What follows belongs to an exercise in optimizing a design on an open flow for small area, a short achievable clock period and few clock cycles; a production flow would make more cautious choices.
Where RTL was checked, it was by simulation tests only, not by an equivalence proof against the original.

==> flow/design.v <==
module seq_gcd (
        clk,
        rst_n,
        load_i,
        a_i,
        b_i,
        gcd_o,
        done_o
);
        input wire clk;
        input wire rst_n;
        input wire load_i;
        input wire [31:0] a_i;
        input wire [31:0] b_i;
        output wire [31:0] gcd_o;
        output reg done_o;
        reg [32:0] x;
        reg [31:0] y;
        reg [4:0] k;
        reg busy, rs, h;
        wire xs = x[32];
        wire xnz = |x;
        wire ynz = |y;
        wire strip = ~x[0] & ~y[0] & xnz & ynz;
        wire caseA = ~x[0] & ynz;
        wire caseC = x[0] & y[0];
        wire xoff = strip | ~(caseA | caseC);
        wire yoff = caseA & ~strip;
        wire inv = caseC & ~xs;
        wire [32:0] xg = x & {33{~xoff}};
        wire [32:0] yg = {1'b0, y & {32{~yoff}}} ^ {33{inv}};
        wire [17:0] c;
        wire [32:0] s;
        assign c[0] = inv;
        assign {c[1], s[1:0]} = xg[1:0] + yg[1:0] + c[0];
        assign {c[2], s[3:2]} = xg[3:2] + yg[3:2] + c[1];
        assign {c[3], s[5:4]} = xg[5:4] + yg[5:4] + c[2];
        assign {c[4], s[7:6]} = xg[7:6] + yg[7:6] + c[3];
        assign {c[5], s[9:8]} = xg[9:8] + yg[9:8] + c[4];
        assign {c[6], s[11:10]} = xg[11:10] + yg[11:10] + c[5];
        assign {c[7], s[13:12]} = xg[13:12] + yg[13:12] + c[6];
        assign {c[8], s[15:14]} = xg[15:14] + yg[15:14] + c[7];
        assign {c[9], s[17:16]} = xg[17:16] + yg[17:16] + c[8];
        assign {c[10], s[19:18]} = xg[19:18] + yg[19:18] + c[9];
        assign {c[11], s[21:20]} = xg[21:20] + yg[21:20] + c[10];
        assign {c[12], s[23:22]} = xg[23:22] + yg[23:22] + c[11];
        assign {c[13], s[25:24]} = xg[25:24] + yg[25:24] + c[12];
        assign {c[14], s[27:26]} = xg[27:26] + yg[27:26] + c[13];
        assign {c[15], s[29:28]} = xg[29:28] + yg[29:28] + c[14];
        assign {c[16], s[31:30]} = xg[31:30] + yg[31:30] + c[15];
        assign {c[17], s[32:32]} = xg[32:32] + yg[32:32] + c[16];
        wire [32:0] v1 = {s[32], s[32:1]};
        wire tA = ~strip & ~s[1] & ~s[2];
        wire [32:0] v2 = tA ? {{2{s[32]}}, v1[32:2]} : v1;
        wire tB = ~strip & (tA ? ~s[3] : ~s[1]);
        wire [32:0] xn = tB ? {v2[32], v2[32:1]} : v2;
        wire [31:0] xa = {x[31:1] ^ {31{xs}}, x[0]};
        wire keepy = yoff | (caseC & (s[32] == xs));
        wire [31:0] yr = keepy ? y : xa;
        wire fin = ~strip & ((caseC & ~|s) | ~xnz);
        wire kz = (k == 5'd0);
        always @(posedge clk) begin
                if (~busy) begin
                        x <= {1'b0, a_i};
                        y <= b_i;
                        k <= 5'd0;
                        rs <= 1'b0;
                        h <= 1'b0;
                end else if (rs) begin
                        x <= xn;
                        y <= {y[30:0], 1'b0};
                        k <= k - 5'd1;
                end else begin
                        x <= xn;
                        y <= yr;
                        h <= strip & ~h;
                        if (strip & ~h)
                                k <= k + 5'd1;
                        if (fin & ~kz)
                                rs <= 1'b1;
                end
        end
        always @(posedge clk or negedge rst_n) begin
                if (~rst_n) begin
                        busy <= 1'b0;
                        done_o <= 1'b0;
                end else begin
                        busy <= load_i | (busy & ~done_o);
                        done_o <= busy & ~done_o & (rs ? (k == 5'd1) : (fin & kz));
                end
        end
        assign gcd_o = y;
endmodule
export LEC_CHECK = 0
export CAP_MARGIN = 20
export CORE_MARGIN = 2
export CORE_UTILIZATION = 40
export SLEW_MARGIN = 20
create_clock -name core_clock -period 80.0 [get_ports {clk}]
standard.sh (not shown) runs the stock make flow with config.mk's settings and CLKGATE_MAP_FILE= SYNTH_SCRIPT=/design/flow/synth_recipe.tcl, a recipe that flattens the netlist after the stock synthesis.
==> flow/flow/run.sh <==
#!/bin/bash
# Standard layout, with every port buffered by a sky130_fd_sc_hd__buf_1 instead of the
# cell buffer_ports picks by default.
set -euo pipefail
export BUFFER_PORTS_ARGS="-buffer_cell sky130_fd_sc_hd__buf_1"
bash standard.sh "BUFFER_PORTS_ARGS=$BUFFER_PORTS_ARGS" finish > standard.log 2>&1
Testbench counts at the start, summed over its fixed seeds: cycles 55,907.
Then changed:
--- a/flow/design.v
+++ b/flow/design.v
@@ -28,28 +28,22 @@
         wire yoff = caseA & ~strip;
         wire inv = caseC & ~xs;
         wire [32:0] xg = x & {33{~xoff}};
         wire [32:0] yg = {1'b0, y & {32{~yoff}}} ^ {33{inv}};
-        wire [17:0] c;
+        wire [11:0] c;
         wire [32:0] s;
         assign c[0] = inv;
-        assign {c[1], s[1:0]} = xg[1:0] + yg[1:0] + c[0];
-        assign {c[2], s[3:2]} = xg[3:2] + yg[3:2] + c[1];
-        assign {c[3], s[5:4]} = xg[5:4] + yg[5:4] + c[2];
-        assign {c[4], s[7:6]} = xg[7:6] + yg[7:6] + c[3];
-        assign {c[5], s[9:8]} = xg[9:8] + yg[9:8] + c[4];
-        assign {c[6], s[11:10]} = xg[11:10] + yg[11:10] + c[5];
-        assign {c[7], s[13:12]} = xg[13:12] + yg[13:12] + c[6];
-        assign {c[8], s[15:14]} = xg[15:14] + yg[15:14] + c[7];
-        assign {c[9], s[17:16]} = xg[17:16] + yg[17:16] + c[8];
-        assign {c[10], s[19:18]} = xg[19:18] + yg[19:18] + c[9];
-        assign {c[11], s[21:20]} = xg[21:20] + yg[21:20] + c[10];
-        assign {c[12], s[23:22]} = xg[23:22] + yg[23:22] + c[11];
-        assign {c[13], s[25:24]} = xg[25:24] + yg[25:24] + c[12];
-        assign {c[14], s[27:26]} = xg[27:26] + yg[27:26] + c[13];
-        assign {c[15], s[29:28]} = xg[29:28] + yg[29:28] + c[14];
-        assign {c[16], s[31:30]} = xg[31:30] + yg[31:30] + c[15];
-        assign {c[17], s[32:32]} = xg[32:32] + yg[32:32] + c[16];
+        assign {c[1], s[2:0]} = xg[2:0] + yg[2:0] + c[0];
+        assign {c[2], s[5:3]} = xg[5:3] + yg[5:3] + c[1];
+        assign {c[3], s[8:6]} = xg[8:6] + yg[8:6] + c[2];
+        assign {c[4], s[11:9]} = xg[11:9] + yg[11:9] + c[3];
+        assign {c[5], s[14:12]} = xg[14:12] + yg[14:12] + c[4];
+        assign {c[6], s[17:15]} = xg[17:15] + yg[17:15] + c[5];
+        assign {c[7], s[20:18]} = xg[20:18] + yg[20:18] + c[6];
+        assign {c[8], s[23:21]} = xg[23:21] + yg[23:21] + c[7];
+        assign {c[9], s[26:24]} = xg[26:24] + yg[26:24] + c[8];
+        assign {c[10], s[29:27]} = xg[29:27] + yg[29:27] + c[9];
+        assign {c[11], s[32:30]} = xg[32:30] + yg[32:30] + c[10];
         wire [32:0] v1 = {s[32], s[32:1]};
         wire tA = ~strip & ~s[1] & ~s[2];
         wire [32:0] v2 = tA ? {{2{s[32]}}, v1[32:2]} : v1;
         wire tB = ~strip & (tA ? ~s[3] : ~s[1]);
After rerunning: First-iteration DRC count went down by 13%. Core utilization stays flat. Final area increases by 4.8%. Worst setup slack gains 47 ps. Die area grows by 4.3%. Flip-flop and latch count stays the same.
Only the layout flow was run in the second run of this note; the RTL was not checked for function there.

## separate check: timing with driven ports
Ports are ideal in the flow. The routed layouts listed here were re-timed in OpenROAD. Step 1 (the two cells are an assumption about what drives the block):
set clk [get_ports {clk}]
set_driving_cell -lib_cell sky130_fd_sc_hd__clkbuf_16 $clk
set_driving_cell -lib_cell sky130_fd_sc_hd__buf_2 [delete_from_list [all_inputs] $clk]
Step 2, shift: input delay + t, output delay - t, t = (earliest + latest rising clock arrival at the registers) / 2. This alone moves slack from input paths to output paths. a / b / c = ideal ports / drivers / drivers and shift; a / b = the first two.
run | t, ns | slack for setup (ns) | cell pins on the clock port's net
the first run | 0.375 | 62.900 / 62.863 / 63.238 | 1
the second run | 0.388 | 62.946 / 62.906 / 63.294 | 1
After both steps every run listed still meets setup and hold.
